From an optimization exercise on the open Yosys and OpenROAD flow, aimed at a short achievable clock period and few clock cycles; shortcuts taken in it are not production practice. Function was checked by simulation only, so behaviour that the tests miss may differ from the original. Power figures rest on the tool's default switching activity, not on a simulated workload.

// cpu
module cpu (
    input         clk,
    input         reset,
    output [31:0] iaddr,
    input  [31:0] idata,
    output [31:0] daddr,
    input  [31:0] drdata,
    output [31:0] dwdata,
    output [3:0]  dwe
);
Size in the first run: ~160 I/O pins, roughly 97000 µm² of cells after synthesis.
Settings: LEC_CHECK=0, CAP_MARGIN=20, CORE_MARGIN=2, CORE_UTILIZATION=65, SLEW_MARGIN=20, SYNTH_HIERARCHICAL=1, SYNTH_MINIMUM_KEEP_SIZE=0, TNS_END_PERCENT=100; clock period 10.0 ns.
standard.sh (not shown) runs the stock make flow with config.mk's settings and CLKGATE_MAP_FILE= SYNTH_SCRIPT=/design/flow/synth_recipe.tcl, a recipe that flattens the netlist after the stock synthesis.
==> flow/flow/run.sh <==
#!/bin/bash
set -eo pipefail
bash standard.sh "BUFFER_PORTS_ARGS=-buffer_cell sky130_fd_sc_hd__buf_4" \
    SETUP_SLACK_MARGIN=5.8 "IO_CONSTRAINTS=$PWD/flow/io.tcl" finish > make.log 2>&1
==> flow/flow/io.tcl <==
# Place reset and the four dwe outputs next to each other, mid-way up the
# right edge of the die: dwe depends combinationally on reset.
set die [ord::get_die_area]
set x1 [lindex $die 2]
set ymid [expr { ([lindex $die 1] + [lindex $die 3]) / 2.0 }]
set i 0
foreach p {dwe[0] dwe[1] reset dwe[2] dwe[3]} {
  place_pin -pin_name $p -layer met3 -pin_size {0.8 0.3} -force_to_die_boundary \
    -location [list $x1 [expr { $ymid + ($i - 2) * 2.72 }]]
  incr i
}
The first run produced a clean layout.
Testbench counts at the start, summed over its fixed seeds: cycles 96,386.
Rerun with:
- CORE_UTILIZATION: 65 -> 55
=> Wire length climbs by about 4%; via count decreases by 2.0%; utilization went down by 11 points; clock power goes up by about 2%; design area rises by about 0.8%; total power increases by about 0.7%; worst setup slack gains 0.19 ns; combinational power is about the same; clock-buffer cell count rose by 7; register-to-register slack gets better by 0.23 ns.
Rerun with:
==> flow/flow/run.sh (replaced) <==
#!/bin/bash
set -eo pipefail
bash standard.sh "BUFFER_PORTS_ARGS=-buffer_cell sky130_fd_sc_hd__buf_4" \
    SETUP_SLACK_MARGIN=6.6 "IO_CONSTRAINTS=$PWD/flow/io.tcl" finish > make.log 2>&1
=> Setup slack improves by 0.065 ns. Cell count is higher by 3.0%. Cell area climbs by 8.1%. Synthesized cell count is unchanged. Die area is unchanged. Sequential share of layout area decreases by 3.4 points. Fmax climbs by 1.5%. Area after synthesis is unchanged. Sequential power is about the same.

== east ==
Starting RTL as in the previous note.
==> flow/config.mk <==
export PLATFORM = sky130hd
export DESIGN_NAME = cpu
export DESIGN_NICKNAME = cpu
export VERILOG_FILES = /design/flow/design.v
export SDC_FILE = /design/flow/constraint.sdc
export NUM_CORES = 4
export LEC_CHECK = 0
export CAP_MARGIN = 20
export CORE_MARGIN = 2
export CORE_UTILIZATION = 55
export SLEW_MARGIN = 20
export SYNTH_HIERARCHICAL = 1
export SYNTH_MINIMUM_KEEP_SIZE = 0
export TNS_END_PERCENT = 100
==> flow/constraint.sdc <==
create_clock -name core_clock -period 10.0 [get_ports {clk}]
set_input_delay 2.0000 -clock core_clock [delete_from_list [all_inputs] [get_ports {clk}]]
set_output_delay 2.0000 -clock core_clock [all_outputs]
set_load 0.01 [all_outputs]
==> flow/flow/run.sh <==
#!/bin/bash
set -eo pipefail
bash standard.sh "BUFFER_PORTS_ARGS=-buffer_cell sky130_fd_sc_hd__buf_4" \
    SETUP_SLACK_MARGIN=6.2 "IO_CONSTRAINTS=$PWD/flow/io.tcl" finish > make.log 2>&1
Scripts as last shown in full above: flow/flow/io.tcl
Looking at the reports, east completed the entire flow and the layout it produced met the timing, design-rule and antenna checks.
Testbench counts of east, summed over its fixed seeds: cycles 96,386.
Setup changes, east to west
==> flow/flow/run.sh <==
#!/bin/bash
set -eo pipefail
bash standard.sh "BUFFER_PORTS_ARGS=-buffer_cell sky130_fd_sc_hd__buf_4" \
    SETUP_SLACK_MARGIN=5.8 finish > make.log 2>&1
removed: flow/flow/io.tcl
Findings:
- [west vs east] fraction of met1 tracks used by global routing: lower in west
- Going from east to west, relative contribution of combinational cells to total power lower, clock-buffer cell count lower, final design area excluding fillers lower, final hold slack roughly the same.
- There was hardly any difference in multi-input gate share of total cell area between east and west.
- west against east: routed wire length shows no meaningful change, final critical delay including setup and external delays went up by 0.23 ns.
- Cell with the largest stage delay on the worst path = nor2b_4: west; cell with the largest stage delay on the worst path = mux4_2: east
- When the final numbers for east and west were put side by side, the count of nets after finishing turned out to be smaller in west.

[what the ideal ports hide]
The flow's constraints put no driver on any port. The routed layouts listed below were extracted and timed again, unchanged, in two steps.
Step 1 assumes that a clkbuf_16 drives the clock port and a buf_2 every other input.
Step 2 adds t to the input delays and takes it off the output delays; t is the mean of the earliest and latest rising clock arrival at the registers after step 1. Input paths then give back, and output paths get back, about the clock's delay inside the block.
Slacks: no drivers / after step 1 / after step 2; pairs: no drivers / after step 1.
run	t (ns)	slack for setup (ns)	clock arrival spread, ns	worst data-port slew with drivers (ns)	pins driven straight from the clock port
the first run of note 1	0.933	5.418 / 5.418 / 4.738	0.107 / 0.106	0.19	1
the second run of note 1	0.924	5.604 / 5.591 / 4.728	0.049 / 0.050	0.19	1
the third run of note 1	0.942	5.670 / 5.603 / 4.745	0.052 / 0.052	0.33	1
east	0.935	5.662 / 5.598 / 4.865	0.061 / 0.062	0.21	1
west	0.914	5.435 / 5.374 / 4.797	0.047 / 0.047	0.15	1
After both steps setup and hold are still met in every run listed. The setup slack of the third run of note 1, which loses most, moves by -0.067 ns with the drivers and by -0.925 ns with both steps.
